From an optimization exercise on the open Yosys and OpenROAD flow, aimed at small area; shortcuts taken in it are not production practice. Only simulation tests tie the RTL to the original design; equivalence was not proved. No driver is modelled on the clock port, so clock power and skew are understated where the tree is cut down; a real chip needs a root buffer or a tree. Power and IR drop assume default switching activity.

Setup of run K:
==> module fancy_fader, before the edit <==
module fancy_fader(input wire clk, input wire rst, input wire [15:0] random,
	output wire ws2812_out, output wire trigger, output wire data_request);
	reg [10:0] cnt;
	reg hold;
	reg [3:0] ci;
	reg [3:0] start;
	reg [2:0] e;
	reg [2:0] rgb;    
	reg [14:0] ring [0:9];
	reg [3:0] d;
	reg curbit;
	wire in_tx = (cnt[10:7] == 4'd0);
	wire req = (cnt == 11'd128);
	wire [3:0] ci_next = ci + 4'd1;
	wire led_end = rgb[2];
	wire sixteenth = (ci_next == start);
	wire last = led_end && sixteenth && (e == 3'd7);
	wire step = in_tx && (cnt[6:0] == 7'd119);
	wire insert = req && !hold && last && (start == 4'd0);
	assign data_request = req;
	wire gap_end = &cnt;
	assign trigger = ~hold | gap_end;
	assign ws2812_out = in_tx && ((cnt[3:0] < 4'd4) || (curbit && (cnt[3:0] < 4'd9)));
	always @(posedge clk) begin
		if (rst) begin
			cnt <= 11'd1327;
			hold <= 1'b0;
		end else begin
			if (req)
				cnt <= hold ? 11'd176 : 11'd0;
			else
				cnt <= (cnt + 11'd1) | {3'd0, gap_end, 7'd0};
			if (req && !hold && last)
				hold <= 1'b1;
			else if (gap_end)
				hold <= 1'b0;
		end
	end
	always @(posedge clk) begin
		if (rst) begin
			ci <= 4'd0;
			start <= 4'd0;
			e <= 3'd0;
			rgb <= 3'b001;
		end else if (step) begin
			if (!led_end) begin
				rgb <= {rgb[1:0], 1'b0};
			end else begin
				rgb <= 3'b001;
				if (!last) begin
					ci <= ci_next;
					if (sixteenth)
						e <= e + 3'd1;
				end else begin
					e <= 3'd0;
					start <= ci;
				end
			end
		end
	end
	wire d_hold = in_tx && led_end && (cnt[6:1] == 6'd59) && (last || (cnt[0] && ci == 4'hf));
	always @(posedge clk) begin
		if (rst)
			d <= 4'd0;
		else if (!d_hold)
			d <= (d == 4'd9) ? 4'd0 : d + 4'd1;
	end
	wire clear = !hold && cnt[10] && !cnt[4];
	integer i;
	always @(posedge clk) begin
		for (i = 1; i < 10; i = i + 1)
			ring[i] <= ring[i-1];
		ring[0] <= clear ? 15'd0 : (insert && !d[2]) ? random[14:0] : ring[9];
		ring[5] <= (insert && d[2]) ? random[14:0] : ring[4];
	end
	wire [4:0] a = ({5{rgb[0]}} & ring[0][4:0]) | ({5{rgb[1]}} & ring[0][9:5]) | ({5{rgb[2]}} & ring[0][14:10]);
	wire [4:0] b = ({5{rgb[0]}} & ring[9][4:0]) | ({5{rgb[1]}} & ring[9][9:5]) | ({5{rgb[2]}} & ring[9][14:10]);
	wire [4:0] m0 = ci[0] ? b : a;
	wire [4:0] m1 = ci[1] ? b : a;
	wire [4:0] m2 = ci[2] ? b : a;
	wire [4:0] m3 = ci[3] ? b : a;
	wire [5:0] s0 = a + m0;
	wire [6:0] s1 = {m2, 1'b0} + m1;
	wire [8:0] mix = {s1, 1'b0} + s0 + {m3, 3'b0};
	wire [2:0] bsel = in_tx ? cnt[6:4] + {2'd0, cnt[3]} : 3'd0;
	wire load_ok = !in_tx || (cnt[3:2] != 2'b01);
	wire [2:0] bpos = ~bsel;
	wire [7:0] color = mix[8:1];
	always @(posedge clk)
		if (load_ok && d == 4'd0)
			curbit <= color[bpos];
endmodule
Settings: LEC_CHECK=0, CAP_MARGIN=20, CORE_MARGIN=2, CORE_UTILIZATION=40, SLEW_MARGIN=20, CTS_LEAVES=18, CTS_LEAF_CELL=sky130_fd_sc_hd__clkbuf_4, CTS_ROOT_CELL=sky130_fd_sc_hd__clkbuf_4, PRE_CTS_TCL=/design/flow/flow/mycts.tcl, BUFFER_PORTS_ARGS=-buffer_cell sky130_fd_sc_hd__buf_1, PRE_RESIZE_TCL=/design/flow/flow/downsize.tcl; clock period 12.0 ns.
standard.sh (not shown) runs the stock make flow with config.mk's settings and CLKGATE_MAP_FILE= SYNTH_SCRIPT=/design/flow/synth_recipe.tcl, a recipe that flattens the netlist after the stock synthesis.
==> flow/flow/run.sh <==
#!/bin/bash
# own flow: the standard flow (standard.sh, unchanged synthesis) with
# extra ORFS settings: a hand-built two-level clock tree (flow/mycts.tcl)
# instead of TritonCTS, small port buffers, and logic cells taken down to
# their smallest drive strength before repair_design (flow/downsize.tcl).
HERE=$(pwd)
cat >> config.mk <<EOC
export CTS_LEAVES = 18
export CTS_LEAF_CELL = sky130_fd_sc_hd__clkbuf_4
export CTS_ROOT_CELL = sky130_fd_sc_hd__clkbuf_4
export PRE_CTS_TCL = $HERE/flow/mycts.tcl
export BUFFER_PORTS_ARGS = -buffer_cell sky130_fd_sc_hd__buf_1
export PRE_RESIZE_TCL = $HERE/flow/downsize.tcl
EOC
bash standard.sh > standard.log 2>&1
Other scripts of this flow, unchanged in this note and not shown: flow/flow/downsize.tcl, flow/flow/mycts.tcl
## Diff of input files: run H against run K
--- a/flow/design.v
+++ b/flow/design.v
@@ -72,15 +72,15 @@
 	wire clear = !hold && cnt[10] && !cnt[4];
 	integer i;
 	always @(posedge clk) begin
 		for (i = 1; i < 10; i = i + 1)
 			ring[i] <= ring[i-1];
-		ring[0] <= clear ? 15'd0 : (insert && !d[2]) ? random[14:0] : ring[9];
-		ring[5] <= (insert && d[2]) ? random[14:0] : ring[4];
+		ring[0] <= clear ? 15'd0 : (insert && !d[2]) ? random[14:0] : ~ring[9];
+		ring[5] <= (insert && d[2]) ? ~random[14:0] : ~ring[4];
 	end
 	wire [4:0] a = ({5{rgb[0]}} & ring[0][4:0]) | ({5{rgb[1]}} & ring[0][9:5]) | ({5{rgb[2]}} & ring[0][14:10]);
-	wire [4:0] b = ({5{rgb[0]}} & ring[9][4:0]) | ({5{rgb[1]}} & ring[9][9:5]) | ({5{rgb[2]}} & ring[9][14:10]);
+	wire [4:0] b = ~(({5{rgb[0]}} & ring[9][4:0]) | ({5{rgb[1]}} & ring[9][9:5]) | ({5{rgb[2]}} & ring[9][14:10]));
 	wire [4:0] m0 = ci[0] ? b : a;
 	wire [4:0] m1 = ci[1] ? b : a;
 	wire [4:0] m2 = ci[2] ? b : a;
 	wire [4:0] m3 = ci[3] ? b : a;
 	wire [5:0] s0 = a + m0;
Notes after the runs:
The die area of run K and that of run H are within noise of each other.
Going from run K to run H, final clock period utilization by the worst path increased by 1.0 points relative to the old numbers, path length in cells of the critical path decreased by 9 relative to the old numbers.
Taking run K as the reference, in run H final worst setup slack lower; adder and majority gate portion of the synthesized area roughly the same; maximum vdd ir drop lower.
Run K → run H: cell-internal power moved up; global routing usage on met2 up 0.94 points; switching portion of total power picked up an extra 0.21 points.
Run K → run H: share of layout cells above drive strength 1 down 0.42 points; timing-limited maximum frequency moved down; share of power burned in registers lower; layout inverter count without the clock tree decreased 3; number of nets produced by synthesis up 12.
No run of this note takes its clock network from TritonCTS; it comes from the design's own scripts or RTL.

-- what the ideal ports hide --
Ports are ideal in the flow. The routed layouts listed here were re-timed in OpenROAD.
Step 1 (the two cells are an assumption about what drives the block):
set clk [get_ports {clk}]
set_driving_cell -lib_cell sky130_fd_sc_hd__clkbuf_16 $clk
set_driving_cell -lib_cell sky130_fd_sc_hd__buf_2 [delete_from_list [all_inputs] $clk]
Step 2 adds t to the input delays and takes it off the output delays; t is the mean of the earliest and latest rising clock arrival at the registers after step 1. Input paths then give back, and output paths get back, about the clock's delay inside the block.
a / b / c = no drivers / after step 1 / after step 2; a / b = the first two.
| run | shift t [ns] | setup WS [ns] | latest minus earliest clock arrival (ns) | worst slew at a driven data input, ns |
|---|---|---|---|---|
| run K | 0.603 | 7.499 / 7.498 / 7.499 | 0.016 / 0.017 | 0.04 |
| run H | 0.611 | 7.379 / 7.352 / 7.404 | 0.025 / 0.025 | 0.04 |
After both steps setup and hold are still met in every run listed.
